Source: an optimization exercise on an open RTL-to-GDS flow (aim: small area). Production flows keep margins and buffers that such runs may drop. In this exercise RTL edits were held to simulation tests only and were not proved equivalent to the original. Power and IR drop assume default switching activity.

===== flow/config.mk =====
export PLATFORM = sky130hd
export DESIGN_NAME = spectrum_bins
export DESIGN_NICKNAME = spectrum_bins
export VERILOG_FILES = /design/flow/design.v
export SDC_FILE = /design/flow/constraint.sdc
export NUM_CORES = 4
export LEC_CHECK = 0
export CAP_MARGIN = 20
export CORE_MARGIN = 2
export CORE_UTILIZATION = 40
export SLEW_MARGIN = 20

===== flow/run.sh =====
#!/bin/bash
# synth_recipe.tcl (not shown) runs the flow's synth.tcl, then flattens the netlist and writes it again
# the make line also repeats each setting of config.mk as NAME=value (left out here)
make -C /OpenROAD-flow-scripts/flow DESIGN_CONFIG=/design/flow/config.mk WORK_HOME=/design/flow/orfs CLKGATE_MAP_FILE= SYNTH_SCRIPT=/design/flow/synth_recipe.tcl finish

===== flow/constraint.sdc =====
create_clock -name core_clock -period 12.0 [get_ports {clk}]
set_input_delay 2.4000 -clock core_clock [delete_from_list [all_inputs] [get_ports {clk}]]
set_output_delay 2.4000 -clock core_clock [all_outputs]
set_load 0.01 [all_outputs]

===== flow/design.v =====
`timescale 1ns / 1ps
module freq_counter(
    input clk,
    input rst,
    input we,
    input start,
    input [9:0] addr,
    input [23:0] freq_mag,
    output reg [464:0] freq_cnts
    );
    reg [30:0] freq_bins [0:14];
    reg start_pipe;
    integer i;
    always @(posedge clk) begin
        if (rst) begin
            start_pipe <= 1'b0;
            freq_cnts <= 465'd0;
            for (i = 0; i < 15; i = i + 1) begin
                freq_bins[i] <= 31'd0;
            end
        end else begin
        start_pipe <= start;
        if (start_pipe) begin
            for (i = 0; i < 15; i = i + 1) begin
                freq_cnts[31 * i +: 31] <= freq_bins[i];
                freq_bins[i] <= 31'd0;
            end
        end else if (we) begin
            for (i = 0; i < 15; i = i + 1) begin
                if (addr >= 68 * i && addr < 68 * (i + 1)) begin
                    freq_bins[i] <= freq_bins[i] + freq_mag;
                end 
            end
            if (addr >= 68 * 15) begin
                freq_bins[14] <= freq_bins[14] + freq_mag;
            end
        end
        end
    end
endmodule
module spectrum_bins(
    input         clk,
    input         rst,
    input         in_valid,         
    input         in_last,          
    input  [23:0] in_re,            
    input  [23:0] in_im,            
    output [464:0] freq_cnts        
    );
    reg  [9:0]  freq_addr;  
    wire [22:0] freq_re_abs;
    wire [22:0] freq_im_abs;
    wire [23:0] freq_mag;
    always @(posedge clk) begin
        if (rst) begin
            freq_addr <= 10'b0;
        end else begin
            if (in_valid) begin
                freq_addr <= freq_addr + 1;
            end
            if (in_last) begin
                freq_addr <= 10'b0;
            end
        end
    end
    assign freq_re_abs = (in_re[23]) ? ~(in_re[22:0]) + 1 : in_re[22:0];
    assign freq_im_abs = (in_im[23]) ? ~(in_im[22:0]) + 1 : in_im[22:0];
    assign freq_mag = (freq_re_abs > freq_im_abs) ? freq_re_abs + (freq_im_abs[22:2]) : freq_im_abs + (freq_re_abs[22:2]);
    freq_counter fft_pt2 (clk, rst, in_valid, in_last, freq_addr, freq_mag, freq_cnts);
endmodule

==> summary.json, run 1 <==
{
  "worst_skew_pair.late_latency_ns": 0.73,
  "ys_async_sr_fraction_pct": 0,
  "finClkSkew_ns": 0.0327,
  "core.rowCount": 134,
  "place.gp.congestion": 0.889,
  "floorplan.die.width_um": 372,
  "ctsRootBufferMaster": "sky130_fd_sc_hd__clkbuf_16",
  "endpoint_kind": "register",
  "drt_pre_antenna_iters": 5,
  "mappedNetlistArea_mm2": 0.0540,
  "number_of_placed_instances_with_taps_included": 8531,
  "cts.path.max_buffers": 3,
  "postCtsSetupBuffers": 0,
  "synth_edf_count": 0,
  "clock_slew_at_reported_path_ffs_ns": 0.06,
  "p_total_uw": 10500,
  "final.setup.tns_ns": 0,
  "grt_antenna_before_repair": 6,
  "vias_per_cell": 5.47,
  "worstHoldPathType": "reg -> reg",
  "net_count_after_synthesis": 6948,
  "slew_worst_pin_ns": 1.15,
  "worstPathMaxFanout": 14,
  "tritoncts": "yes",
  "numCtsBuffers": 109,
  "hold_viol": 0,
  "finish.cell_count_without_fillers": 8727,
  "clock.fmax_mhz": 98.1,
  "initial_core_util_pct": 40.4,
  "clock_power_share_pct": 33.3,
  "antennaDiodeCount": 0,
  "dp_hpwl_um": 125000,
  "powerDensity_mw_per_mm2": 162,
  "cts_resized": 0,
  "power.combinational.fraction_pct": 36.3,
  "synthFlopType": "sky130_fd_sc_hd__dfxtp_1",
  "gr-usage-all-layers_pct": 24.5,
  "hold_path_startpoint": "fft_pt2.freq_bins[14][16]$_SDFFE_PP0P_",
  "postSynthAreaPerCell_um2": 8.37,
  "maxSlewHeadroom_pct": 23.4,
  "drc": 0,
  "cts.htree.levels": 3,
  "cpPeakStageDelay_ns": 0.63,
  "grt_pass1_vias": 43938,
  "final.period_utilization_pct": 85.0,
  "synth.ff_latch_count": 941,
  "grt_pass1_wl_um": 264000,
  "setup_viol": 0,
  "place_ws_ns": 1.14,
  "pin_count_of_the_biggest_net_entering_global_routing": 183,
  "drive_above_1_share_pct": 4.99,
  "setup_repair_after_global_routing_missed_its_margin": "no",
  "post_cts_hold_buffer_count": 0,
  "violation_count_after_the_first_detailed_route_iteration": 3190,
  "critical_path.most_common_cell": "sky130_fd_sc_hd__a21oi_1",
  "yosys-top-cells-count": "sky130_fd_sc_hd__dfxtp_1 (941), sky130_fd_sc_hd__nor2_1 (877), sky130_fd_sc_hd__nand2_1 (674)",
  "design.final.nets": 7362,
  "yosysTopAreaCell": "sky130_fd_sc_hd__dfxtp_1",
  "num-fill-cells": 12860,
  "drv.max_cap_violation_count": 0,
  "power_switching_uw": 3930,
  "vias_after_detailed_routing": 47776,
  "timing.critical_path.slowest_stage_cell": "sky130_fd_sc_hd__mux2_2",
  "status": "complete, no violations",
  "report.final.slew_viol_count": 0,
  "cellLeakagePower_uw": 0.0261,
  "numPortBuffers": 516,
  "synthTopCellsByArea": "sky130_fd_sc_hd__dfxtp_1 (35%), sky130_fd_sc_hd__ha_1 (9.7%), sky130_fd_sc_hd__mux2i_1 (9.0%), sky130_fd_sc_hd__nor2_1 (6.1%), sky130_fd_sc_hd__a21oi_1 (5.3%)",
  "reg2reg_from": "fft_pt2.freq_bins[7][1]$_SDFFE_PP0P_",
  "synthesis.yosys.warnings": 3,
  "count_of_antenna_violating_nets_left_after_detailed_routing": 0,
  "critical_path_required_ns": 12.63,
  "ir_worst_vdd_v": 0.000113,
  "syn_to_final_growth_pct": 20.3,
  "synth_largest_type_area_fraction_pct": 34.9,
  "power_report.internal_total_uw": 6590,
  "worstSetupStartpointType": "primary input",
  "cp.arrival_ns": 10.83,
  "cts_num_sinks": 941,
  "period_needed_ns": 10.20,
  "crit_path_start": "in_im[0]",
  "global_route.overflow_total": 0,
  "syn_inst": 6460,
  "synth-seq-area-share_pct": 34.9,
  "switching_part_of_the_total_pct": 37.4,
  "path_class": "in -> reg",
  "top_level_ports": 517,
  "final.setup.worst_slack_ns": 1.80,
  "power_frac_seq_pct": 30.4,
  "post_drt_wl_per_cell_um": 20.1,
  "synth.distinct_cells": 84,
  "synth_most_common_cell": "sky130_fd_sc_hd__dfxtp_1",
  "core_region_area_mm2": 0.134,
  "die-height_um": 372,
  "routed_wl_um": 175000,
  "die_area_mm2": 0.138
}
[registers in the layout, summed over array words and instances, names as in the netlist]
signal and cells:
fft_pt2.freq_bins 465, fft_pt2.freq_cnts 465, freq_addr 10, fft_pt2.start_pipe 1
[per-layer routing]
metal,global-route usage (%),vias to the layer above,part of all wire (%)
met5,0,-,0
met4,7.96,0,3.0
met3,3.84,209,5.8
met2,39.1,1281,45
met1,33.7,22461,46
li1,-,23825,-
[layout make-up]
type	instances	area, um^2	area share, %
Clock buffer	145	3110	4.78
Clock inverter	51	639	0.984
Inverter	136	510	0.785
Multi-Input combinational cell	5092	33900	52.1
Sequential cell	941	18800	29.0
Tap cell	1768	2210	3.40
Timing Repair Buffer	594	5830	8.97
[power groups by stage]
stage | Sequential (uW) | Clock [uW] | Combinational (uW)
final | 3200 | 3500 | 3820
after global routing | 3200 | 3700 | 4160
after CTS | 3200 | 3580 | 3800
after detailed placement | 3270 | 0 | 3770
after global placement | 3270 | 0 | 3740
after floorplan | 3240 | 0 | 2510
[cells in the final DEF, fill, tap and decap left out, types with 150 or more instances in the layout]
master,n
sky130_fd_sc_hd__dfxtp_1,940
sky130_fd_sc_hd__nor2_1,874
sky130_fd_sc_hd__nand2_1,674
sky130_fd_sc_hd__a21oi_1,573
sky130_fd_sc_hd__clkdlybuf4s50_1,515
sky130_fd_sc_hd__mux2i_1,481
sky130_fd_sc_hd__ha_1,419
sky130_fd_sc_hd__xnor2_1,247
sky130_fd_sc_hd__o21ai_0,220
sky130_fd_sc_hd__nand3_1,184
sky130_fd_sc_hd__a21o_1,173
sky130_fd_sc_hd__xor2_1,150
[stage by stage]
stage	utilization (%)	hold WS [ns]	area (um^2)
floorplan	-	0.444	54000
global placement	45.8	0.457	61200
detailed placement	45.8	0.467	61200
CTS	48.6	0.476	65000
global route	48.6	0.489	65000
finish	48.6	0.477	65000
[critical path: cells and delay by family]
family | cells | cell delay, ns
AO/OA/AOI/OAI | 11 | 2.56
AND/OR/NAND/NOR | 7 | 2.36
buffers and inverters | 5 | 1.46
adder cells (fa/ha/maj) | 3 | 1.09
multiplexers | 1 | 0.63
XOR/XNOR | 1 | 0.31
[final timing paths]
check / end / slack, ns / cells after the start
max: fft_pt2.freq_bins[5][28]$_SDFFE_PP0P_ / 1.80 / 28
min reg2reg: fft_pt2.freq_bins[14][16]$_SDFFE_PP0P_ / 0.48 / 2
max reg2reg: fft_pt2.freq_bins[7][29]$_SDFFE_PP0P_ / 7.92 / 12
min: fft_pt2.freq_bins[14][16]$_SDFFE_PP0P_ / 0.48 / 2
[logic make-up after synthesis]
kind of cell | after synthesis | share of synthesized area, %
flip-flops | 941 | 34.9
multiplexers | 489 | 9.06
buffers and inverters | 427 | 3.01
adder cells (fa/ha/maj) | 438 | 10.4
AO/OA/AOI/OAI | 1452 | 16.9
XOR/XNOR | 399 | 6.49
AND/OR/NAND/NOR | 2314 | 19.3
==> run 2, diff against run 1 <==
==> flow/design.v (replaced) <==
module freq_counter(
    input clk,
    input rst,
    input we,
    input start_pipe,
    input start_pipe_n,         
    input [14:0] sel,           
    input [23:0] freq_mag,
    output reg [464:0] freq_cnts
    );
    reg  [30:0] freq_bins [0:14];
    reg  [30:0] cur;
    wire [30:0] sum = cur + {7'd0, freq_mag};
    integer i;
    wire        go   = we & ~start_pipe & ~rst;
    wire        keep = ~start_pipe & ~rst;
    wire [14:0] wr   = sel & {15{go}};
    wire [14:0] hold = ~(sel & {15{we}}) & {15{keep}};
    wire        load = start_pipe & ~rst;
    wire        stay = start_pipe_n & ~rst;
    always @(*) begin
        cur = 31'd0;
        for (i = 0; i < 15; i = i + 1)
            cur = cur | (freq_bins[i] & {31{sel[i]}});
    end
    always @(posedge clk) begin
        for (i = 0; i < 15; i = i + 1) begin
            freq_bins[i] <= (sum & {31{wr[i]}}) | (freq_bins[i] & {31{hold[i]}});
            freq_cnts[31 * i +: 31] <= (freq_bins[i] & {31{load}})
                                     | (freq_cnts[31 * i +: 31] & {31{stay}});
        end
    end
endmodule
module spectrum_bins(
    input         clk,
    input         rst,
    input         in_valid,         
    input         in_last,          
    input  [23:0] in_re,            
    input  [23:0] in_im,            
    output [464:0] freq_cnts        
    );
    reg  [3:0]  bin_no;
    reg  [6:0]  offset;
    reg         start_pipe;
    reg         start_pipe_n;
    wire [22:0] freq_re_abs;
    wire [22:0] freq_im_abs;
    wire [23:0] freq_mag;
    wire        bin_end = (bin_no == 4'd14) ? (offset == 7'd71) : (offset == 7'd67);
    wire [14:0] sel;
    always @(posedge clk) begin
        if (rst) begin
            bin_no <= 4'd0;
            offset <= 7'd0;
            start_pipe <= 1'b0;
            start_pipe_n <= 1'b1;
        end else begin
            start_pipe <= in_last;
            start_pipe_n <= ~in_last;
            if (in_last) begin
                bin_no <= 4'd0;
                offset <= 7'd0;
            end else if (in_valid) begin
                if (bin_end) begin
                    offset <= 7'd0;
                    bin_no <= (bin_no == 4'd14) ? 4'd0 : bin_no + 4'd1;
                end else begin
                    offset <= offset + 7'd1;
                end
            end
        end
    end
    genvar g;
    generate
        for (g = 0; g < 15; g = g + 1) begin : dec
            assign sel[g] = (bin_no == g);
        end
    endgenerate
    assign freq_re_abs = (in_re[23]) ? ~(in_re[22:0]) + 1 : in_re[22:0];
    assign freq_im_abs = (in_im[23]) ? ~(in_im[22:0]) + 1 : in_im[22:0];
    assign freq_mag = (freq_re_abs > freq_im_abs) ? freq_re_abs + (freq_im_abs[22:2]) : freq_im_abs + (freq_re_abs[22:2]);
    freq_counter fft_pt2 (clk, rst, in_valid, start_pipe, start_pipe_n, sel, freq_mag, freq_cnts);
endmodule
==> flow/flow/run.sh (new file) <==
#!/bin/bash
# Standard ORFS layout (the standard.sh), with the port buffers taken as
# the smallest buffer cell and clock tree synthesis without dummy loads.
set -euo pipefail
export BUFFER_PORTS_ARGS="-buffer_cell sky130_fd_sc_hd__buf_1"
export CTS_ARGS="-sink_clustering_enable -repair_clock_nets -dont_use_dummy_load"
bash standard.sh > standard_flow.log 2>&1
==> flow/standard.sh (new file) <==
#!/bin/bash
# synth_recipe.tcl (not shown) runs the flow's synth.tcl, then flattens the netlist and writes it again
# the make line also repeats each setting of config.mk as NAME=value (left out here)
make -C /OpenROAD-flow-scripts/flow DESIGN_CONFIG=/design/flow/config.mk WORK_HOME=/design/flow/orfs CLKGATE_MAP_FILE= SYNTH_SCRIPT=/design/flow/synth_recipe.tcl "${@:-finish}"
removed: flow/run.sh
==> run 2 against run 1 <==
  * Final cell count is 44% lower
  * Combinational power is about 50% lower
  * Synthesized area is 33% lower
  * Clock skew is 0.025 ns higher
  * Global-route usage is 6.6 points higher
  * Hold slack worse by 0.017 ns
  * Synthesized cell count is 48% lower
  * Critical path depth stayed put
  * Critical path type unchanged
==> summary.json, run 2 <==
{
  "critical_path_cell_count": {"value": 28, "change": "unchanged"},
  "mappedNetlistArea": {"value": 0.0362, "unit": "mm^2", "change": "-33%"},
  "grt_pass1_wl": {"value": 214000, "unit": "um", "change": "-19%"},
  "worstPathMaxFanout": {"value": 23, "change": "+9"},
  "cts_num_sinks": {"value": 943, "change": "+0.21%"},
  "cp.arrival": {"value": 10.85, "unit": "ns", "change": "+0.02 ns"},
  "worst-r2r-setup-slack": {"value": 4.71, "unit": "ns", "change": "-3.21 ns"},
  "yosys-top-cells-count": "sky130_fd_sc_hd__dfxtp_1 (943), sky130_fd_sc_hd__a22o_1 (882), sky130_fd_sc_hd__clkbuf_1 (276)",
  "synth_edf_count": {"value": 0, "change": "unchanged"},
  "tritoncts": "yes",
  "period_needed": {"value": 10.36, "unit": "ns", "change": "+0.164 ns"},
  "timing.critical_path.slowest_stage_cell": "sky130_fd_sc_hd__xor2_1",
  "global_route.overflow_total": {"value": 0, "change": "unchanged"},
  "synthTopCellsByArea": "sky130_fd_sc_hd__dfxtp_1 (52%), sky130_fd_sc_hd__a22o_1 (21%), sky130_fd_sc_hd__clkbuf_1 (2.9%), sky130_fd_sc_hd__ha_1 (2.6%), sky130_fd_sc_hd__a22oi_1 (2.6%)",
  "synth.distinct_cells": {"value": 76, "change": "-9.5%"},
  "drt_pre_antenna_iters": {"value": 7, "change": "+2"},
  "cpLargestDelayFamily": "compound AO/OA/AOI/OAI gates",
  "clock.fmax": {"value": 96.5, "unit": "MHz", "change": "-1.6%"},
  "power_frac_seq": {"value": 42.3, "unit": "%", "change": "+12 points"},
  "hold_viol": {"value": 0, "change": "unchanged"},
  "syn_inst": {"value": 3341, "change": "-48%"},
  "place.gp.congestion": {"value": 1.00, "change": "+13%"},
  "die-height": {"value": 305, "unit": "um", "change": "-18%"},
  "drv.max_cap_violation_count": {"value": 0, "change": "unchanged"},
  "cts_resized": {"value": 0, "change": "unchanged"},
  "clock_slew_at_reported_path_ffs": {"value": 0.06, "unit": "ns", "change": "about the same"},
  "critical_path.most_common_cell": "sky130_fd_sc_hd__o21ai_0",
  "powerDensity": {"value": 182, "unit": "mW/mm^2", "change": "+12%"},
  "status": "complete, no violations",
  "postSynthAreaPerCell": {"value": 10.8, "unit": "um^2", "change": "+29%"},
  "maxSlewHeadroom": {"value": 20.3, "unit": "%", "change": "-3.1 points"},
  "cellLeakagePower": {"value": 0.0156, "unit": "uW", "change": "-40%"},
  "ff2ff_path_depth": {"value": 18, "change": "+6"},
  "layout_commonest_cell": "sky130_fd_sc_hd__dfxtp_1",
  "layout.core_utilization": {"value": 46.5, "unit": "%", "change": "-2.1 points"},
  "grt_pass1_vias": {"value": 28374, "change": "-35%"},
  "ctsRootBufferMaster": "sky130_fd_sc_hd__clkbuf_16",
  "initial_core_util": {"value": 40.2, "unit": "%", "change": "-0.15 points"},
  "hold_path_startpoint": "fft_pt2.freq_bins[4][14]$_DFF_P_",
  "cts.path.max_buffers": {"value": 3, "change": "unchanged"},
  "worst_skew_pair.late_latency": {"value": 0.66, "unit": "ns", "change": "-0.07 ns"},
  "post_drt_wl_per_cell": {"value": 30.8, "unit": "um", "change": "+54%"},
  "routed_wl": {"value": 151000, "unit": "um", "change": "-14%"},
  "power_report.internal_total": {"value": 5030, "unit": "uW", "change": "-24%"},
  "drive_above_1_share": {"value": 6.82, "unit": "%", "change": "+1.8 points"},
  "vias_per_cell": {"value": 6.32, "change": "+15%"},
  "worstHoldPathType": "reg -> reg",
  "drc": {"value": 0, "change": "unchanged"},
  "slew_worst_pin": {"value": 1.19, "unit": "ns", "change": "+0.0407 ns"},
  "worstSetupStartpointType": "primary input",
  "synth.ff_latch_count": {"value": 943, "change": "+0.21%"},
  "layout_common_cells": "sky130_fd_sc_hd__dfxtp_1 (943), sky130_fd_sc_hd__a22o_1 (882), sky130_fd_sc_hd__buf_1 (515), sky130_fd_sc_hd__nand2_1 (147), sky130_fd_sc_hd__a22oi_1 (125)",
  "path_class": "in -> reg",
  "power_switching": {"value": 2560, "unit": "uW", "change": "-35%"},
  "post_cts_hold_buffer_count": {"value": 0, "change": "unchanged"},
  "multi_input_combinational_cell_area": {"value": 0.0164, "unit": "mm^2", "change": "-52%"},
  "reg2reg_to": "fft_pt2.freq_bins[14][30]$_DFF_P_",
  "design.final.nets": {"value": 3858, "change": "-48%"},
  "yosysTopAreaCell": "sky130_fd_sc_hd__dfxtp_1",
  "numCtsBuffers": {"value": 92, "change": "-16%"},
  "violation_count_after_the_first_detailed_route_iteration": {"value": 4312, "change": "+35%"},
  "top_level_ports": {"value": 517, "change": "unchanged"},
  "crit_path_start": "in_re[0]",
  "whs": {"value": 0.459, "unit": "ns", "change": "-0.0173 ns"},
  "endpoint_kind": "register",
  "die_area": {"value": 0.0928, "unit": "mm^2", "change": "-33%"},
  "ys_async_sr_fraction": {"value": 0, "unit": "%", "change": "unchanged"},
  "gr-usage-all-layers": {"value": 31.1, "unit": "%", "change": "+6.6 points"},
  "num-fill-cells": {"value": 8477, "change": "-34%"},
  "vias_after_detailed_routing": {"value": 30967, "change": "-35%"},
  "cts.htree.levels": {"value": 3, "change": "unchanged"},
  "synth_most_common_cell": "sky130_fd_sc_hd__dfxtp_1",
  "setup_viol": {"value": 0, "change": "unchanged"},
  "grt_antenna_before_repair": {"value": 3, "change": "-3"},
  "power.combinational.fraction": {"value": 25.0, "unit": "%", "change": "-11 points"},
  "pin_count_of_the_biggest_net_entering_global_routing": {"value": 202, "change": "+10%"},
  "synthFlopType": "sky130_fd_sc_hd__dfxtp_1",
  "crit_buf_inv": {"value": 4, "change": "-1"},
  "dp_hpwl": {"value": 109000, "unit": "um", "change": "-13%"},
  "p_total": {"value": 7600, "unit": "uW", "change": "-28%"},
  "synth-seq-area-share": {"value": 52.2, "unit": "%", "change": "+17 points"},
  "final.period_utilization": {"value": 86.3, "unit": "%", "change": "+1.4 points"},
  "report.final.slew_viol_count": {"value": 0, "change": "unchanged"},
  "reg2reg_from": "bin_no[1]$_SDFFE_PP0P_",
  "count_of_antenna_violating_nets_left_after_detailed_routing": {"value": 0, "change": "unchanged"},
  "core.rowCount": {"value": 110, "change": "-18%"},
  "postCtsSetupBuffers": {"value": 0, "change": "unchanged"},
  "syn_to_final_growth_pct": 15.6,
  "synth_largest_type_area_fraction": {"value": 52.2, "unit": "%", "change": "+17 points"},
  "setup_repair_after_global_routing_missed_its_margin": "no",
  "crit_path_end": "fft_pt2.freq_bins[14][30]$_DFF_P_",
  "ff_latch_area": {"value": 0.0189, "unit": "mm^2", "change": "+0.19%"},
  "synthesis.yosys.warnings": {"value": 3, "change": "unchanged"},
  "critical_path_required": {"value": 12.49, "unit": "ns", "change": "-0.14 ns"},
  "clock_power_share": {"value": 32.7, "unit": "%", "change": "-0.6 points"},
  "finClkSkew": {"value": 0.0576, "unit": "ns", "change": "+0.0249 ns"},
  "switching_part_of_the_total": {"value": 33.7, "unit": "%", "change": "-3.6 points"},
  "ir_worst_vdd": {"value": 0.000126, "unit": "V", "change": "+11%"},
  "floorplan.die.width": {"value": 305, "unit": "um", "change": "-18%"},
  "cpPeakStageDelay": {"value": 0.82, "unit": "ns", "change": "+0.19 ns"},
  "net_count_after_synthesis": {"value": 3471, "change": "-50%"},
  "layout_top_registers": "fft_pt2.freq_bins x465, fft_pt2.freq_cnts x465, offset x7",
  "final.setup.tns": {"value": 0, "unit": "ns", "change": "unchanged"},
  "numPortBuffers": {"value": 516, "change": "unchanged"},
  "core_region_area": {"value": 0.0899, "unit": "mm^2", "change": "-33%"}
}
## run 2: changes by cell type in the layout (fill, tap and decap cells not counted), sizes merged, moves of 468 or more
cell,change
mux2i,-468
buf,+509
nand2,-527
clkdlybuf4s50,-515
nor2,-823
a21oi,-502
a22o,+877
## run 2: area by class of cell
type                       count  area share, %
clock buffer                  92           5.51
antenna                        1        0.00599
timing repair buffer         589           6.16
multi-input combinational   2051           39.2
sequential                   943           45.2
inverter                      51          0.458
tap                         1176           3.52
## run 2: stage by stage
stage                     worst slack [ns]  instance area [um^2]  std cells
final                                 1.64                 41800       4903
after global routing                  1.10                 41800       4903
after CTS                             1.72                 41700       4900
after global placement                1.40                 39400       4806
after detailed placement              1.07                 39400       4808
after floorplan                       2.88                 36200       3341
## run 2: power groups by stage
stage	clock network (uW)	logic, uW	registers [uW]
final	2490	1900	3210
after global routing	2620	1990	3210
after CTS	2510	1810	3210
after detailed placement	0	1810	3280
after global placement	0	1810	3280
after floorplan	0	1140	3260
## run 2: layer usage
metal	vias to the layer above	part of all wire [%]	routed length, um	track usage, %
li1	13639	-	-	-
met5	-	0.0086	13	0
met4	2	3.7	5540	10.6
met3	236	14	20800	11.7
met1	15189	42	62900	43.4
met2	1901	41	62000	43.8
## run 2: cell families after synthesis
logic type	after synthesis	synth area share, %
AOI/OAI and AO/OA	1398	31.3
xor gates and xnor gates	136	3.35
adders and majority gates	81	2.84
buffers and inverters	347	3.63
DFF	943	52.2
muxes	31	0.955
and+or+nand+nor	405	5.76
## run 2: worst min path at each step
stage,endpoint,slack (ns),depth (start not counted)
after global routing,fft_pt2.freq_cnts[436]$_DFF_P_,0.48,1
final,fft_pt2.freq_cnts[138]$_DFF_P_,0.46,1
after CTS,fft_pt2.freq_cnts[138]$_DFF_P_,0.45,1
after floorplan,fft_pt2.freq_bins[9][24]$_DFF_P_,0.44,2
after detailed placement,fft_pt2.freq_cnts[140]$_DFF_P_,0.46,1
after global placement,fft_pt2.freq_cnts[110]$_DFF_P_,0.46,1
==> run 3, diff against run 2 <==
==> flow/run.sh (new file) <==
#!/bin/bash
# synth_recipe.tcl (not shown) runs the flow's synth.tcl, then flattens the netlist and writes it again
# the make line also repeats each setting of config.mk as NAME=value (left out here)
make -C /OpenROAD-flow-scripts/flow DESIGN_CONFIG=/design/flow/config.mk WORK_HOME=/design/flow/orfs CLKGATE_MAP_FILE= SYNTH_SCRIPT=/design/flow/synth_recipe.tcl finish
removed: flow/flow/run.sh
removed: flow/standard.sh
==> run 3 against run 2 <==
  * Register-to-register slack better by 0.58 ns
  * Critical path depth stayed put
  * Combinational power up 4%
  * Power increased by 9.1%
  * Final cell count increased by 1.8%
  * Synthesized area unchanged
  * Sequential cell count stayed put
  * Final area grew 9.9%
  * Maximum frequency is 1.8% higher
  * Global-route usage is 1.2 points higher
  * Utilization increased by 4.6 points
  * Count of clock-buffer cells in the layout increased by 47
  * Critical path type unchanged
==> summary.json, run 3 <==
{
  "status": "complete, no violations",
  "switching_part_of_the_total": {"value": 33.7, "unit": "%", "change": "about the same"},
  "cts.path.max_buffers": {"value": 3, "change": "unchanged"},
  "synth_adder_area_share": {"value": 2.84, "unit": "%", "change": "unchanged"},
  "global_route.overflow_total": {"value": 0, "change": "unchanged"},
  "worstHoldPathType": "reg -> reg",
  "num-fill-cells": {"value": 8114, "change": "-4.3%"},
  "post_synth_and_or_nand_nor_area_fraction": {"value": 5.76, "unit": "%", "change": "unchanged"},
  "power_report.internal_total": {"value": 5500, "unit": "uW", "change": "+9.2%"},
  "routed_wl": {"value": 158000, "unit": "um", "change": "+4.3%"},
  "setup_viol": {"value": 0, "change": "unchanged"},
  "mappedNetlistArea": {"value": 0.0362, "unit": "mm^2", "change": "unchanged"},
  "drc": {"value": 0, "change": "unchanged"},
  "layout.core_utilization": {"value": 51.1, "unit": "%", "change": "+4.6 points"},
  "grt_antenna_before_repair": {"value": 8, "change": "+5"},
  "net_count_after_synthesis": {"value": 3471, "change": "unchanged"},
  "period_needed": {"value": 10.18, "unit": "ns", "change": "-0.181 ns"},
  "postSynthAreaPerCell": {"value": 10.8, "unit": "um^2", "change": "unchanged"},
  "slew_worst_pin": {"value": 1.21, "unit": "ns", "change": "+0.0214 ns"},
  "met3_usage": {"value": 10.3, "unit": "%", "change": "-1.4 points"},
  "count_of_antenna_violating_nets_left_after_detailed_routing": {"value": 0, "change": "unchanged"},
  "placement.cell_area": {"value": 0.0426, "unit": "mm^2", "change": "+8.0%"},
  "finish.cell_count_without_fillers": {"value": 4992, "change": "+1.8%"},
  "synthTopCellsByArea": "sky130_fd_sc_hd__dfxtp_1 (52%), sky130_fd_sc_hd__a22o_1 (21%), sky130_fd_sc_hd__clkbuf_1 (2.9%), sky130_fd_sc_hd__ha_1 (2.6%), sky130_fd_sc_hd__a22oi_1 (2.6%)",
  "ff_latch_area": {"value": 0.0189, "unit": "mm^2", "change": "unchanged"},
  "layout_commonest_cell": "sky130_fd_sc_hd__dfxtp_1",
  "layout_common_cells": "sky130_fd_sc_hd__dfxtp_1 (943), sky130_fd_sc_hd__a22o_1 (882), sky130_fd_sc_hd__clkdlybuf4s50_1 (515), sky130_fd_sc_hd__nand2_1 (147), sky130_fd_sc_hd__a22oi_1 (125)",
  "synth-seq-area-share": {"value": 52.2, "unit": "%", "change": "unchanged"},
  "top_level_ports": {"value": 517, "change": "unchanged"},
  "post_synth_mux_area_share": {"value": 0.955, "unit": "%", "change": "unchanged"},
  "yosys-top-cells-count": "sky130_fd_sc_hd__dfxtp_1 (943), sky130_fd_sc_hd__a22o_1 (882), sky130_fd_sc_hd__clkbuf_1 (276)",
  "final.period_utilization": {"value": 84.8, "unit": "%", "change": "-1.5 points"},
  "grt_util_met1": {"value": 45.9, "unit": "%", "change": "+2.5 points"},
  "synth_largest_type_area_fraction": {"value": 52.2, "unit": "%", "change": "unchanged"},
  "ys_async_sr_fraction": {"value": 0, "unit": "%", "change": "unchanged"},
  "worstPathMaxFanout": {"value": 23, "change": "unchanged"},
  "cp.arrival": {"value": 10.69, "unit": "ns", "change": "-0.16 ns"},
  "synthFlopType": "sky130_fd_sc_hd__dfxtp_1",
  "numCtsBuffers": {"value": 98, "change": "+6.5%"},
  "gr-usage-all-layers": {"value": 32.3, "unit": "%", "change": "+1.2 points"},
  "synth-compound-area-share": {"value": 31.3, "unit": "%", "change": "unchanged"},
  "vias_per_cell": {"value": 6.35, "change": "+0.48%"},
  "path_class": "in -> reg",
  "worstSetupStartpointType": "primary input",
  "design.final.nets": {"value": 3866, "change": "+0.21%"},
  "number_of_placed_instances_with_taps_included": {"value": 4811, "change": "+0.062%"},
  "drt_pre_antenna_iters": {"value": 6, "change": "-1"},
  "cts_num_sinks": {"value": 943, "change": "unchanged"},
  "ctsRootBufferMaster": "sky130_fd_sc_hd__clkbuf_16",
  "power.combinational.fraction": {"value": 23.9, "unit": "%", "change": "-1.1 points"},
  "clock_power_share": {"value": 37.3, "unit": "%", "change": "+4.6 points"},
  "place.gp.congestion": {"value": 0.964, "change": "-4.0%"},
  "report.final.slew_viol_count": {"value": 0, "change": "unchanged"},
  "cts_resized": {"value": 0, "change": "unchanged"},
  "tritoncts": "yes",
  "cts.htree.levels": {"value": 3, "change": "unchanged"},
  "synth_most_common_cell": "sky130_fd_sc_hd__dfxtp_1",
  "clock.fmax": {"value": 98.2, "unit": "MHz", "change": "+1.8%"},
  "core.rowCount": {"value": 110, "change": "unchanged"},
  "endpoint_kind": "register",
  "synth_edf_count": {"value": 0, "change": "unchanged"},
  "pin_count_of_the_biggest_net_entering_global_routing": {"value": 177, "change": "-12%"},
  "numPortBuffers": {"value": 516, "change": "unchanged"},
  "postCtsSetupBuffers": {"value": 0, "change": "unchanged"},
  "grt_pass1_vias": {"value": 28725, "change": "+1.2%"},
  "synth_top_family_by_area": "compound AO/OA/AOI/OAI gates",
  "syn_inst": {"value": 3341, "change": "unchanged"},
  "synth.distinct_cells": {"value": 76, "change": "unchanged"},
  "worst_skew_pair.late_latency": {"value": 0.68, "unit": "ns", "change": "+0.02 ns"},
  "whs": {"value": 0.478, "unit": "ns", "change": "+0.0183 ns"},
  "initial_core_util": {"value": 40.2, "unit": "%", "change": "unchanged"},
  "die_area": {"value": 0.0928, "unit": "mm^2", "change": "unchanged"},
  "synth.ff_latch_count": {"value": 943, "change": "unchanged"},
  "die-height": {"value": 305, "unit": "um", "change": "unchanged"},
  "power_frac_seq": {"value": 38.7, "unit": "%", "change": "-3.6 points"},
  "post_drt_wl_per_cell": {"value": 31.6, "unit": "um", "change": "+2.4%"},
  "grt_most_used_layer": "met1",
  "layout_top_registers": "fft_pt2.freq_bins x465, fft_pt2.freq_cnts x465, offset x7",
  "floorplan.die.width": {"value": 305, "unit": "um", "change": "unchanged"},
  "power_switching": {"value": 2800, "unit": "uW", "change": "+9.0%"},
  "clock_slew_at_reported_path_ffs": {"value": 0.06, "unit": "ns", "change": "about the same"},
  "post_cts_hold_buffer_count": {"value": 0, "change": "unchanged"},
  "cellLeakagePower": {"value": 0.0172, "unit": "uW", "change": "+10%"},
  "powerDensity": {"value": 181, "unit": "mW/mm^2", "change": "-0.67%"},
  "final.setup.tns": {"value": 0, "unit": "ns", "change": "unchanged"},
  "multi_input_combinational_cell_area": {"value": 0.0164, "unit": "mm^2", "change": "about the same"},
  "ir_worst_vdd": {"value": 0.000186, "unit": "V", "change": "+47%"},
  "maxSlewHeadroom": {"value": 18.9, "unit": "%", "change": "-1.4 points"},
  "setup_repair_after_global_routing_missed_its_margin": "no",
  "critical_path_required": {"value": 12.51, "unit": "ns", "change": "+0.02 ns"},
  "dp_hpwl": {"value": 112000, "unit": "um", "change": "+3.4%"},
  "drive_above_1_share": {"value": 8.27, "unit": "%", "change": "+1.4 points"},
  "yosysTopAreaCell": "sky130_fd_sc_hd__dfxtp_1",
  "hold_viol": {"value": 0, "change": "unchanged"},
  "drv.max_cap_violation_count": {"value": 0, "change": "unchanged"},
  "synth-xor-area-share": {"value": 3.35, "unit": "%", "change": "unchanged"},
  "core_region_area": {"value": 0.0899, "unit": "mm^2", "change": "unchanged"},
  "globalRouteMet2Util": {"value": 45.5, "unit": "%", "change": "+1.7 points"},
  "vias_after_detailed_routing": {"value": 31679, "change": "+2.3%"},
  "grt_pass1_wl": {"value": 220000, "unit": "um", "change": "+2.9%"},
  "layout.cell_area.non_filler": {"value": 0.0459, "unit": "mm^2", "change": "+9.9%"},
  "synthesis.yosys.warnings": {"value": 3, "change": "unchanged"},
  "finClkSkew": {"value": 0.0402, "unit": "ns", "change": "-0.0173 ns"},
  "syn_to_final_growth_pct": 27.0,
  "violation_count_after_the_first_detailed_route_iteration": {"value": 4702, "change": "+9.0%"}
}
## run 3: metrics by stage
| stage | setup WS, ns | power (uW) |
|---|---|---|
| floorplan | 2.88 | 4400 |
| global placement | 1.23 | 5140 |
| detailed placement | 1.04 | 5150 |
| CTS | 1.67 | 8200 |
| global route | 1.22 | 8510 |
| finish | 1.82 | 8290 |
## run 3: logic make-up (layout without fill, tap and decap cells)
logic type      count (synthesis)  in the layout
flops                         943            943
simple gates                  405            405
fa+ha+maj                      81             81
xor+xnor                      136            136
buf+inv                       347            817
mux                            31             31
other cells                     0              5
compound gates               1398           1398
## run 3: area by class of cell
cell class	instances	share of cell area (%)
multi-input cells	2051	35.7
clock buffers	139	6.14
well taps	1176	3.20
inverters	51	0.417
repair buffers	591	12.5
diodes	5	0.0272
flip-flops and latches	943	41.1
clock inverters	36	0.915
## run 3: critical path, cell delays in order
cell	delay [ns]
sky130_fd_sc_hd__clkdlybuf4s50_1	0.48
sky130_fd_sc_hd__inv_1	0.13
sky130_fd_sc_hd__ha_1	0.20
sky130_fd_sc_hd__or3b_2	0.50
sky130_fd_sc_hd__o41ai_1	0.48
sky130_fd_sc_hd__xor2_1	0.57
sky130_fd_sc_hd__inv_1	0.16
sky130_fd_sc_hd__ha_1	0.34
sky130_fd_sc_hd__nand3_1	0.10
sky130_fd_sc_hd__nand4bb_1	0.28
sky130_fd_sc_hd__o221a_2	0.34
sky130_fd_sc_hd__o21ai_0	0.15
sky130_fd_sc_hd__o2111ai_1	0.16
sky130_fd_sc_hd__o211ai_2	0.16
sky130_fd_sc_hd__buf_4	0.41
sky130_fd_sc_hd__mux2_4	0.35
sky130_fd_sc_hd__ha_1	0.28
sky130_fd_sc_hd__a21o_1	0.10
sky130_fd_sc_hd__a21oi_1	0.11
sky130_fd_sc_hd__o21bai_1	0.16
sky130_fd_sc_hd__a21oi_1	0.16
sky130_fd_sc_hd__o31ai_1	0.68
sky130_fd_sc_hd__o21bai_1	0.25
sky130_fd_sc_hd__o21ai_0	0.42
sky130_fd_sc_hd__a21o_1	0.18
sky130_fd_sc_hd__a21oi_1	0.08
sky130_fd_sc_hd__xor2_1	0.82
sky130_fd_sc_hd__o21ai_0	0.24
## run 3: path summary, 6_finish.rpt
check	endpoint	start	cells past startpoint	slack, ns
setup / recovery	fft_pt2.freq_bins[12][15]$_DFF_P_	in_re[0]	28	1.82
hold / removal	fft_pt2.freq_cnts[393]$_DFF_P_	fft_pt2.freq_cnts[393]$_DFF_P_	1	0.48
setup reg to reg	fft_pt2.freq_bins[12][15]$_DFF_P_	bin_no[0]$_SDFFE_PP0P_	18	5.29
hold reg to reg	fft_pt2.freq_cnts[393]$_DFF_P_	fft_pt2.freq_cnts[393]$_DFF_P_	1	0.48
## run 3: per-layer routing
layer / wire [um] / share of wire, % / up-vias
li1: - / - / 13732
met1: 67300 / 43 / 15707
met2: 64600 / 41 / 1982
met3: 19900 / 13 / 252
met4: 5840 / 3.7 / 6
met5: 73 / 0.046 / -
## run 3: power by group through the flow
stage	Sequential, uW	Combinational [uW]	Clock [uW]
6_report	3210	1980	3100
4_1_cts	3210	1870	3110
3_5_place_dp	3280	1870	0
3_3_place_gp	3280	1860	0
5_1_grt	3210	2060	3240
2_1_floorplan	3260	1140	0
==> run 4, diff against run 3 <==
--- a/flow/design.v
+++ b/flow/design.v
@@ -6,11 +6,30 @@
     input start_pipe_n,         
     input [14:0] sel,           
-    input [23:0] freq_mag,
+    input [22:0] maxp,
+    input [20:0] minq,          
+    input cmax,
+    input cmin,
     output reg [464:0] freq_cnts
     );
     reg  [30:0] freq_bins [0:14];
     reg  [30:0] cur;
-    wire [30:0] sum = cur + {7'd0, freq_mag};
     integer i;
+    wire [23:0] x = {1'b0, maxp};
+    wire [23:0] y = {3'd0, minq};
+    wire [23:0] s = cur[23:0] ^ x ^ y;
+    wire [23:0] c = {(cur[22:0] & x[22:0]) | (cur[22:0] & y[22:0]) | (x[22:0] & y[22:0]), cmin};
+    wire [24:0] w = {s, 1'b1} + {c, cmax};
+    wire        k24 = (s[23] & c[23]) | ((s[23] ^ c[23]) & (w[24] ^ s[23] ^ c[23]));
+    wire [30:0] sum;
+    wire [6:0]  pre;
+    genvar g;
+    assign sum[23:0] = w[24:1];
+    assign pre[0] = 1'b1;
+    generate
+        for (g = 1; g < 7; g = g + 1) begin : inc
+            assign pre[g] = pre[g-1] & cur[23+g];
+        end
+    endgenerate
+    assign sum[30:24] = cur[30:24] ^ ({7{k24}} & pre);
     wire        go   = we & ~start_pipe & ~rst;
     wire        keep = ~start_pipe & ~rst;
@@ -45,7 +64,4 @@
     reg         start_pipe;
     reg         start_pipe_n;
-    wire [22:0] freq_re_abs;
-    wire [22:0] freq_im_abs;
-    wire [23:0] freq_mag;
     wire        bin_end = (bin_no == 4'd14) ? (offset == 7'd71) : (offset == 7'd67);
     wire [14:0] sel;
@@ -78,7 +94,15 @@
         end
     endgenerate
-    assign freq_re_abs = (in_re[23]) ? ~(in_re[22:0]) + 1 : in_re[22:0];
-    assign freq_im_abs = (in_im[23]) ? ~(in_im[22:0]) + 1 : in_im[22:0];
-    assign freq_mag = (freq_re_abs > freq_im_abs) ? freq_re_abs + (freq_im_abs[22:2]) : freq_im_abs + (freq_re_abs[22:2]);
-    freq_counter fft_pt2 (clk, rst, in_valid, start_pipe, start_pipe_n, sel, freq_mag, freq_cnts);
+    wire        sa = in_re[23] & |in_re[22:0];
+    wire        sb = in_im[23] & |in_im[22:0];
+    wire [22:0] ap = in_re[22:0] ^ {23{sa}};
+    wire [22:0] bp = in_im[22:0] ^ {23{sb}};
+    wire        a_big = sb ? (ap > bp) : (ap >= bp);
+    wire [22:0] maxp = a_big ? ap : bp;
+    wire [22:0] minp = a_big ? bp : ap;
+    wire        smax = a_big ? sa : sb;
+    wire        smin = a_big ? sb : sa;
+    wire        cmin = smin & minp[1] & minp[0];
+    freq_counter fft_pt2 (clk, rst, in_valid, start_pipe, start_pipe_n, sel,
+                          maxp, minp[22:2], smax, cmin, freq_cnts);
 endmodule
==> flow/flow/run.sh (new file) <==
#!/bin/bash
# Standard ORFS layout (the standard.sh), with the port buffers taken as
# the smallest buffer cell, and clock tree synthesis with clkbuf_8, sink clusters
# of at most 14 and no dummy loads.
set -euo pipefail
export BUFFER_PORTS_ARGS="-buffer_cell sky130_fd_sc_hd__buf_1"
export CTS_ARGS="-sink_clustering_enable -repair_clock_nets -dont_use_dummy_load -buf_list sky130_fd_sc_hd__clkbuf_8 -sink_clustering_size 14 -sink_clustering_max_diameter 60"
bash standard.sh > standard_flow.log 2>&1
==> flow/standard.sh (new file) <==
#!/bin/bash
# synth_recipe.tcl (not shown) runs the flow's synth.tcl, then flattens the netlist and writes it again
# the make line also repeats each setting of config.mk as NAME=value (left out here)
make -C /OpenROAD-flow-scripts/flow DESIGN_CONFIG=/design/flow/config.mk WORK_HOME=/design/flow/orfs CLKGATE_MAP_FILE= SYNTH_SCRIPT=/design/flow/synth_recipe.tcl "${@:-finish}"
--- a/flow/config.mk
+++ b/flow/config.mk
@@ -8,4 +8,4 @@
 export CAP_MARGIN = 20
 export CORE_MARGIN = 2
-export CORE_UTILIZATION = 40
+export CORE_UTILIZATION = 50
 export SLEW_MARGIN = 20
removed: flow/run.sh
==> run 4 against run 3 <==
  * Still clean
  * Utilization rose by 4.6 points
  * Hold slack got worse by 0.020 ns
  * Clock skew increased by 0.016 ns
  * Critical path type unchanged
  * Critical endpoint is now fft_pt2.freq_bins[5][30]$_DFF_P_
  * Largest power group unchanged
==> summary.json, run 4 <==
{
  "status": "complete, no violations",
  "floorplan.die.width": {"value": 269, "unit": "um", "change": "-12%"},
  "drive_above_1_share": {"value": 6.24, "unit": "%", "change": "-2.0 points"},
  "drv.max_cap_violation_count": {"value": 0, "change": "unchanged"},
  "layout_commonest_cell": "sky130_fd_sc_hd__dfxtp_1",
  "report.final.slew_viol_count": {"value": 0, "change": "unchanged"},
  "worstSetupStartpointType": "primary input",
  "yosys-top-cells-count": "sky130_fd_sc_hd__dfxtp_1 (943), sky130_fd_sc_hd__a22o_1 (916), sky130_fd_sc_hd__clkbuf_1 (240)",
  "cp.arrival": {"value": 10.71, "unit": "ns", "change": "+0.02 ns"},
  "synth-seq-area-share": {"value": 53.8, "unit": "%", "change": "+1.6 points"},
  "synth_largest_type_area_fraction": {"value": 53.8, "unit": "%", "change": "+1.6 points"},
  "worst_skew_pair.late_latency": {"value": 0.72, "unit": "ns", "change": "+0.04 ns"},
  "layout_top_registers": "fft_pt2.freq_bins x465, fft_pt2.freq_cnts x465, offset x7",
  "drc": {"value": 0, "change": "unchanged"},
  "vias_per_cell": {"value": 6.67, "change": "+5.1%"},
  "cts.path.max_buffers": {"value": 3, "change": "unchanged"},
  "worstPathMaxFanout": {"value": 40, "change": "+74%"},
  "postCtsSetupBuffers": {"value": 0, "change": "unchanged"},
  "syn_to_final_growth_pct": 10.8,
  "mappedNetlistArea": {"value": 0.0351, "unit": "mm^2", "change": "-3.0%"},
  "path_class": "in -> reg",
  "drt_pre_antenna_iters": {"value": 6, "change": "unchanged"},
  "final.period_utilization": {"value": 84.1, "unit": "%", "change": "-0.76 points"},
  "endpoint_kind": "register",
  "maxSlewHeadroom": {"value": 20.7, "unit": "%", "change": "+1.8 points"},
  "synth_most_common_cell": "sky130_fd_sc_hd__dfxtp_1",
  "dp_hpwl": {"value": 94200, "unit": "um", "change": "-16%"},
  "layout.core_utilization": {"value": 55.7, "unit": "%", "change": "+4.6 points"},
  "vias_after_detailed_routing": {"value": 29706, "change": "-6.2%"},
  "grt_pass1_vias": {"value": 27962, "change": "-2.7%"},
  "numPortBuffers": {"value": 516, "change": "unchanged"},
  "p_total": {"value": 7310, "unit": "uW", "change": "-12%"},
  "synth_edf_count": {"value": 0, "change": "unchanged"},
  "postSynthAreaPerCell": {"value": 11.1, "unit": "um^2", "change": "+2.5%"},
  "core.rowCount": {"value": 97, "change": "-12%"},
  "count_of_antenna_violating_nets_left_after_detailed_routing": {"value": 0, "change": "unchanged"},
  "top_level_ports": {"value": 517, "change": "unchanged"},
  "synth.distinct_cells": {"value": 75, "change": "-1.3%"},
  "final.setup.tns": {"value": 0, "unit": "ns", "change": "unchanged"},
  "design.final.nets": {"value": 3637, "change": "-5.9%"},
  "syn_inst": {"value": 3163, "change": "-5.3%"},
  "crit_buf_inv": {"value": 4, "change": "unchanged"},
  "post_cts_hold_buffer_count": {"value": 0, "change": "unchanged"},
  "ys_async_sr_fraction": {"value": 0, "unit": "%", "change": "unchanged"},
  "yosysTopAreaCell": "sky130_fd_sc_hd__dfxtp_1",
  "routed_wl": {"value": 137000, "unit": "um", "change": "-13%"},
  "gr-usage-all-layers": {"value": 36.5, "unit": "%", "change": "+4.1 points"},
  "synthFlopType": "sky130_fd_sc_hd__dfxtp_1",
  "powerDensity": {"value": 188, "unit": "mW/mm^2", "change": "+4.1%"},
  "initial_core_util": {"value": 50.3, "unit": "%", "change": "+10 points"},
  "critical_path_required": {"value": 12.62, "unit": "ns", "change": "+0.11 ns"},
  "slew_worst_pin": {"value": 1.18, "unit": "ns", "change": "-0.0271 ns"},
  "die-height": {"value": 269, "unit": "um", "change": "-12%"},
  "grt_pass1_wl": {"value": 195000, "unit": "um", "change": "-11%"},
  "finClkSkew": {"value": 0.0566, "unit": "ns", "change": "+0.0164 ns"},
  "ctsRootBufferMaster": "sky130_fd_sc_hd__clkbuf_8",
  "setup_repair_after_global_routing_missed_its_margin": "no",
  "post_drt_wl_per_cell": {"value": 30.7, "unit": "um", "change": "-2.8%"},
  "core_region_area": {"value": 0.0698, "unit": "mm^2", "change": "-22%"},
  "cpLargestDelayFamily": "compound AO/OA/AOI/OAI gates",
  "numCtsBuffers": {"value": 80, "change": "-18%"},
  "net_count_after_synthesis": {"value": 3287, "change": "-5.3%"},
  "ir_worst_vdd": {"value": 0.000180, "unit": "V", "change": "-3.1%"},
  "cpPeakStageDelay": {"value": 0.85, "unit": "ns", "change": "+0.03 ns"},
  "cts_num_sinks": {"value": 943, "change": "unchanged"},
  "timing.critical_path.slowest_stage_cell": "sky130_fd_sc_hd__o21ai_4",
  "period_needed": {"value": 10.09, "unit": "ns", "change": "-0.0916 ns"},
  "synthTopCellsByArea": "sky130_fd_sc_hd__dfxtp_1 (54%), sky130_fd_sc_hd__a22o_1 (23%), sky130_fd_sc_hd__a22oi_1 (2.8%), sky130_fd_sc_hd__clkbuf_1 (2.6%), sky130_fd_sc_hd__ha_1 (1.8%)",
  "place.gp.congestion": {"value": 0.945, "change": "-1.9%"},
  "tritoncts": "yes",
  "synthesis.yosys.warnings": {"value": 3, "change": "unchanged"},
  "cts.htree.levels": {"value": 3, "change": "unchanged"},
  "worstHoldPathType": "reg -> reg",
  "grt_antenna_before_repair": {"value": 2, "change": "-6"},
  "synth.ff_latch_count": {"value": 943, "change": "unchanged"},
  "violation_count_after_the_first_detailed_route_iteration": {"value": 3751, "change": "-20%"},
  "clock_slew_at_reported_path_ffs": {"value": 0.10, "unit": "ns", "change": "+0.04 ns"},
  "pin_count_of_the_biggest_net_entering_global_routing": {"value": 107, "change": "-40%"},
  "setup_viol": {"value": 0, "change": "unchanged"},
  "clock.fmax": {"value": 99.1, "unit": "MHz", "change": "+0.91%"},
  "global_route.overflow_total": {"value": 0, "change": "unchanged"},
  "cellLeakagePower": {"value": 0.0148, "unit": "uW", "change": "-14%"},
  "die_area": {"value": 0.0723, "unit": "mm^2", "change": "-22%"},
  "cts_resized": {"value": 0, "change": "unchanged"},
  "hold_viol": {"value": 0, "change": "unchanged"},
  "layout_common_cells": "sky130_fd_sc_hd__dfxtp_1 (943), sky130_fd_sc_hd__a22o_1 (916), sky130_fd_sc_hd__buf_1 (515), sky130_fd_sc_hd__a22oi_1 (132), sky130_fd_sc_hd__nand2_1 (99)"
}
## run 4: through the flow
stage | cell area, um^2 | cells | hold slack (ns) | worst slack, ns
after floorplan | 35100 | 3163 | 0.438 | 2.55
after global placement | 37700 | 4371 | 0.459 | 1.63
after detailed placement | 37800 | 4371 | 0.462 | 1.42
after CTS | 38900 | 4451 | 0.475 | 2.12
after global routing | 38900 | 4453 | 0.499 | 1.45
final | 38900 | 4453 | 0.457 | 1.91
## run 4: cell families after synthesis
family | after synthesis | synth area share [%]
XOR/XNOR | 74 | 2.03
buffers and inverters | 384 | 4.37
flip-flops | 943 | 53.8
adder cells (fa/ha/maj) | 73 | 3.07
AND/OR/NAND/NOR | 358 | 5.20
AO/OA/AOI/OAI | 1290 | 30.3
multiplexers | 41 | 1.23
## run 4: cell type report
class / count / area (um^2)
diodes: 2 / 5.00
well taps: 940 / 1180
multi-input cells: 1836 / 15000
flip-flops and latches: 943 / 18900
fillers: 6149 / 30900
inverters: 75 / 282
repair buffers: 577 / 2400
clock buffers: 80 / 1100
## run 4: final timing paths
path                                                  startpoint                               end  slack (ns)  cells past startpoint
worst max-delay path                                   in_im[17]  fft_pt2.freq_bins[5][30]$_DFF_P_        1.91                     26
worst max register to register            bin_no[3]$_SDFFE_PP0P_  fft_pt2.freq_bins[5][30]$_DFF_P_        4.84                     20
worst min register to register  fft_pt2.freq_bins[12][8]$_DFF_P_    fft_pt2.freq_cnts[380]$_DFF_P_        0.46                      1
worst min-delay path            fft_pt2.freq_bins[12][8]$_DFF_P_    fft_pt2.freq_cnts[380]$_DFF_P_        0.46                      1
## run 4: power breakdown
part           switching (uW)  total, uW  internal (uW)  leakage (uW)
clock                    1030       1630            597      0.000575
sequential               30.4       3190           3160       0.00760
combinational            1850       2490            636       0.00663
total                    2920       7310           4390        0.0148
## run 4: routing by layer
layer  wire length (um)  GRT usage, %  vias to the layer above
met3              13300          7.57                      293
met5                  0             0                        -
met4               6750          18.2                        0
met2              61200          55.9                     1822
met1              55500          48.8                    14841
li1                   -             -                    12750
==> run 5, diff against run 4 <==
==> flow/flow/run.sh (replaced) <==
#!/bin/bash
# Standard ORFS layout (the standard.sh), with the port buffers taken as
# the smallest buffer cell, and clock tree synthesis with clkbuf_16, sink clusters
# of at most 30 and no dummy loads.
set -euo pipefail
export BUFFER_PORTS_ARGS="-buffer_cell sky130_fd_sc_hd__buf_1"
export CTS_ARGS="-sink_clustering_enable -repair_clock_nets -dont_use_dummy_load -buf_list sky130_fd_sc_hd__clkbuf_16 -sink_clustering_size 30 -sink_clustering_max_diameter 80"
bash standard.sh > standard_flow.log 2>&1
==> run 5 against run 4 <==
  * Count of clock-buffer cells in the layout decreased by 40
  * Worst setup slack got worse by 0.030 ns
  * Critical endpoint is now fft_pt2.freq_bins[2][30]$_DFF_P_
  * Sequential share of layout area increased by 0.13 points
  * Final area decreased by 0.27%
  * Power decreased by 0.75%
  * Synthesized area unchanged
  * Sequential power about the same
  * Sequential cell count unchanged
  * Still clean on timing, DRC and antenna
==> summary.json, run 5 <==
{
  "synth_edf_count": {"value": 0, "change": "unchanged"},
  "synth.ff_latch_count": {"value": 943, "change": "unchanged"},
  "count_of_antenna_violating_nets_left_after_detailed_routing": {"value": 0, "change": "unchanged"},
  "clock_slew_at_reported_path_ffs": {"value": 0.08, "unit": "ns", "change": "-0.02 ns"},
  "grt_pass1_vias": {"value": 27507, "change": "-1.6%"},
  "net_count_after_synthesis": {"value": 3287, "change": "unchanged"},
  "synth_most_common_cell": "sky130_fd_sc_hd__dfxtp_1",
  "layout.cell_area.non_filler": {"value": 0.0388, "unit": "mm^2", "change": "-0.27%"},
  "core.rowCount": {"value": 97, "change": "unchanged"},
  "floorplan.die.width": {"value": 269, "unit": "um", "change": "unchanged"},
  "drv.max_cap_violation_count": {"value": 0, "change": "unchanged"},
  "period_needed": {"value": 10.12, "unit": "ns", "change": "+0.0301 ns"},
  "initial_core_util": {"value": 50.3, "unit": "%", "change": "unchanged"},
  "switching_part_of_the_total": {"value": 39.4, "unit": "%", "change": "-0.56 points"},
  "design.final.nets": {"value": 3597, "change": "-1.1%"},
  "die-height": {"value": 269, "unit": "um", "change": "unchanged"},
  "global_route.overflow_total": {"value": 0, "change": "unchanged"},
  "cts.path.max_buffers": {"value": 3, "change": "unchanged"},
  "place_ws": {"value": 1.42, "unit": "ns", "change": "unchanged"},
  "numPortBuffers": {"value": 516, "change": "unchanged"},
  "report.final.slew_viol_count": {"value": 0, "change": "unchanged"},
  "ys_async_sr_fraction": {"value": 0, "unit": "%", "change": "unchanged"},
  "post_cts_hold_buffer_count": {"value": 0, "change": "unchanged"},
  "num-fill-cells": {"value": 6135, "change": "-0.23%"},
  "hold_viol": {"value": 0, "change": "unchanged"},
  "final.setup.tns": {"value": 0, "unit": "ns", "change": "unchanged"},
  "antennaDiodeCount": {"value": 0, "change": "-2"},
  "routed_wl": {"value": 136000, "unit": "um", "change": "-0.74%"},
  "gr-usage-all-layers": {"value": 36.1, "unit": "%", "change": "-0.39 points"},
  "synthTopCellsByArea": "sky130_fd_sc_hd__dfxtp_1 (54%), sky130_fd_sc_hd__a22o_1 (23%), sky130_fd_sc_hd__a22oi_1 (2.8%), sky130_fd_sc_hd__clkbuf_1 (2.6%), sky130_fd_sc_hd__ha_1 (1.8%)",
  "critical_path_required": {"value": 12.55, "unit": "ns", "change": "-0.07 ns"},
  "power_frac_seq": {"value": 44.0, "unit": "%", "change": "+0.4 points"},
  "numCtsBuffers": {"value": 40, "change": "-50%"},
  "worstPathMaxFanout": {"value": 40, "change": "unchanged"},
  "cellLeakagePower": {"value": 0.0147, "unit": "uW", "change": "-0.56%"},
  "final.period_utilization": {"value": 84.3, "unit": "%", "change": "+0.25 points"},
  "worstSetupStartpointType": "primary input",
  "vias_per_cell": {"value": 6.71, "change": "+0.61%"},
  "core_region_area": {"value": 0.0698, "unit": "mm^2", "change": "unchanged"},
  "cts_num_sinks": {"value": 943, "change": "unchanged"},
  "path_class": "in -> reg",
  "cts.htree.levels": {"value": 2, "change": "-1"},
  "number_of_placed_instances_with_taps_included": {"value": 4371, "change": "unchanged"},
  "synth-seq-area-share": {"value": 53.8, "unit": "%", "change": "unchanged"},
  "slew_worst_pin": {"value": 1.16, "unit": "ns", "change": "-0.0194 ns"},
  "yosys-top-cells-count": "sky130_fd_sc_hd__dfxtp_1 (943), sky130_fd_sc_hd__a22o_1 (916), sky130_fd_sc_hd__clkbuf_1 (240)",
  "syn_inst": {"value": 3163, "change": "unchanged"},
  "clock.fmax": {"value": 98.8, "unit": "MHz", "change": "-0.30%"},
  "power_switching": {"value": 2850, "unit": "uW", "change": "-2.2%"},
  "postCtsSetupBuffers": {"value": 0, "change": "unchanged"},
  "drt_pre_antenna_iters": {"value": 6, "change": "unchanged"},
  "top_level_ports": {"value": 517, "change": "unchanged"},
  "power.combinational.fraction": {"value": 34.2, "unit": "%", "change": "about the same"},
  "power_report.internal_total": {"value": 4400, "unit": "uW", "change": "+0.18%"},
  "post_drt_wl_per_cell": {"value": 30.8, "unit": "um", "change": "+0.21%"},
  "ir_worst_vdd": {"value": 0.000186, "unit": "V", "change": "+3.6%"},
  "synth_largest_type_area_fraction": {"value": 53.8, "unit": "%", "change": "unchanged"},
  "vias_after_detailed_routing": {"value": 29604, "change": "-0.34%"},
  "status": "complete, no violations",
  "maxSlewHeadroom": {"value": 22.0, "unit": "%", "change": "+1.3 points"},
  "yosysTopAreaCell": "sky130_fd_sc_hd__dfxtp_1",
  "layout_top_registers": "fft_pt2.freq_bins x465, fft_pt2.freq_cnts x465, offset x7",
  "place.gp.congestion": {"value": 0.945, "change": "unchanged"},
  "postSynthAreaPerCell": {"value": 11.1, "unit": "um^2", "change": "unchanged"},
  "placement.cell_area": {"value": 0.0378, "unit": "mm^2", "change": "unchanged"},
  "setup_viol": {"value": 0, "change": "unchanged"},
  "drive_above_1_share": {"value": 5.16, "unit": "%", "change": "-1.1 points"},
  "powerDensity": {"value": 187, "unit": "mW/mm^2", "change": "-0.48%"},
  "syn_to_final_growth_pct": 10.5,
  "cts_resized": {"value": 0, "change": "unchanged"},
  "multi_input_combinational_cell_area": {"value": 0.0150, "unit": "mm^2", "change": "unchanged"},
  "setup_repair_after_global_routing_missed_its_margin": "no",
  "dp_hpwl": {"value": 94200, "unit": "um", "change": "unchanged"},
  "finish.cell_count_without_fillers": {"value": 4411, "change": "-0.94%"},
  "worst_skew_pair.late_latency": {"value": 0.65, "unit": "ns", "change": "-0.07 ns"},
  "grt_antenna_before_repair": {"value": 0, "change": "-2"},
  "ff_latch_area": {"value": 0.0189, "unit": "mm^2", "change": "unchanged"},
  "drc": {"value": 0, "change": "unchanged"},
  "ctsRootBufferMaster": "sky130_fd_sc_hd__clkbuf_16",
  "clock_power_share": {"value": 21.8, "unit": "%", "change": "-0.5 points"},
  "synthesis.yosys.warnings": {"value": 3, "change": "unchanged"},
  "violation_count_after_the_first_detailed_route_iteration": {"value": 3797, "change": "+1.2%"},
  "pin_count_of_the_biggest_net_entering_global_routing": {"value": 107, "change": "unchanged"},
  "final.setup.worst_slack": {"value": 1.88, "unit": "ns", "change": "-0.0301 ns"},
  "grt_pass1_wl": {"value": 193000, "unit": "um", "change": "-0.91%"},
  "cp.arrival": {"value": 10.67, "unit": "ns", "change": "-0.04 ns"},
  "synth.distinct_cells": {"value": 75, "change": "unchanged"},
  "tritoncts": "yes",
  "layout_common_cells": "sky130_fd_sc_hd__dfxtp_1 (943), sky130_fd_sc_hd__a22o_1 (916), sky130_fd_sc_hd__buf_1 (515), sky130_fd_sc_hd__a22oi_1 (132), sky130_fd_sc_hd__nand2_1 (99)",
  "mappedNetlistArea": {"value": 0.0351, "unit": "mm^2", "change": "unchanged"},
  "synthFlopType": "sky130_fd_sc_hd__dfxtp_1",
  "die_area": {"value": 0.0723, "unit": "mm^2", "change": "unchanged"},
  "layout_commonest_cell": "sky130_fd_sc_hd__dfxtp_1",
  "worstHoldPathType": "reg -> reg",
  "p_total": {"value": 7250, "unit": "uW", "change": "-0.75%"},
  "finClkSkew": {"value": 0.106, "unit": "ns", "change": "+0.0496 ns"},
  "endpoint_kind": "register"
}
run 5: area by class of cell:
class / count / share of cell area [%]
well taps: 940 / 3.03
multi-input cells: 1836 / 38.8
inverters: 75 / 0.726
clock buffers: 40 / 2.58
repair buffers: 577 / 6.19
flip-flops and latches: 943 / 48.7
run 5: path summary, 6_finish.rpt:
kind	start	endpoint	slack [ns]	cells after the start
setup reg to reg	bin_no[3]$_SDFFE_PP0P_	fft_pt2.freq_bins[2][30]$_DFF_P_	4.97	20
hold reg to reg	fft_pt2.freq_cnts[236]$_DFF_P_	fft_pt2.freq_cnts[236]$_DFF_P_	0.48	1
setup / recovery	in_im[17]	fft_pt2.freq_bins[2][30]$_DFF_P_	1.88	26
hold / removal	fft_pt2.freq_cnts[236]$_DFF_P_	fft_pt2.freq_cnts[236]$_DFF_P_	0.48	1
run 5: logic make-up (layout without fill, tap and decap cells):
family / after synthesis / in the layout / synth area share (%)
AO/OA/AOI/OAI: 1290 / 1290 / 30.3
XOR/XNOR: 74 / 74 / 2.03
adder cells (fa/ha/maj): 73 / 73 / 3.07
buffers and inverters: 384 / 692 / 4.37
flip-flops: 943 / 943 / 53.8
multiplexers: 41 / 41 / 1.23
AND/OR/NAND/NOR: 358 / 358 / 5.20
run 5: critical path: stages:
cell and delay (ns):
sky130_fd_sc_hd__buf_1 0.11, sky130_fd_sc_hd__nor4_1 0.42, sky130_fd_sc_hd__nand4_1 0.20, sky130_fd_sc_hd__o21ai_2 0.64, sky130_fd_sc_hd__buf_4 0.32, sky130_fd_sc_hd__xor2_1 0.27, sky130_fd_sc_hd__ha_1 0.23, sky130_fd_sc_hd__nand4_1 0.22
sky130_fd_sc_hd__nor4_1 0.48, sky130_fd_sc_hd__nand2_1 0.21, sky130_fd_sc_hd__o21ai_4 0.86, sky130_fd_sc_hd__buf_4 0.46, sky130_fd_sc_hd__mux2i_1 0.16, sky130_fd_sc_hd__fa_1 0.57, sky130_fd_sc_hd__inv_1 0.05, sky130_fd_sc_hd__ha_1 0.37
sky130_fd_sc_hd__and2_1 0.19, sky130_fd_sc_hd__and3_1 0.18, sky130_fd_sc_hd__o21ai_1 0.11, sky130_fd_sc_hd__a211o_1 0.29, sky130_fd_sc_hd__a21o_1 0.24, sky130_fd_sc_hd__a221oi_2 0.41, sky130_fd_sc_hd__o21ai_4 0.15, sky130_fd_sc_hd__or4_4 0.48
sky130_fd_sc_hd__xor2_4 0.42, sky130_fd_sc_hd__a22o_1 0.20
run 5: power groups by stage:
stage                     logic, uW  clock network, uW  registers [uW]
after floorplan                1450                  0            3250
after detailed placement       2390                  0            3260
final                          2480               1580            3190
after CTS                      2390               1590            3190
after global routing           2610               1690            3190
after global placement         2360                  0            3260
run 5: stage by stage:
step                utilization (%)  hold slack, ns
floorplan                         -           0.438
global placement               54.1           0.459
detailed placement             54.1           0.462
CTS                            55.5           0.479
global route                   55.6           0.502
finish                         55.6           0.484
run 5: metal layers:
layer	track usage (%)	wire (um)
met3	6.68	13300
met5	0	0
met4	16.5	6900
met1	48.7	54800
met2	56.1	60700

what the ideal ports hide:
The results above use ideal ports. As a check the final layouts listed here were re-extracted and re-timed, cells and wires unchanged. Step 1: set_driving_cell puts a clkbuf_16 on clk and a buf_2 on each other input, an assumption about the parent block. Step 2, shift: input delay + t, output delay - t, t = (earliest + latest rising clock arrival at the registers) / 2. This alone moves slack from input paths to output paths. a / b / c = no drivers / after step 1 / after step 2; a / b = the first two.
| run | t (ns) | setup slack, ns | hold slack, ns | worst data-port slew with drivers (ns) |
|---|---|---|---|---|
| run 1 | 0.788 | 1.803 / 1.856 / 1.069 | 0.477 / 0.477 / 0.477 | 0.05 |
| run 2 | 0.698 | 1.639 / 1.683 / 0.985 | 0.459 / 0.459 / 0.459 | 0.08 |
| run 3 | 0.726 | 1.820 / 1.869 / 1.144 | 0.478 / 0.478 / 0.478 | 0.09 |
| run 4 | 0.756 | 1.911 / 1.957 / 1.200 | 0.457 / 0.457 / 0.457 | 0.09 |
| run 5 | 0.662 | 1.881 / 1.931 / 1.269 | 0.484 / 0.484 / 0.484 | 0.08 |
After both steps every run listed still meets setup and hold. For run 1, which loses most, drivers alone change the setup slack by +0.053 ns; drivers and shift together by -0.734 ns.
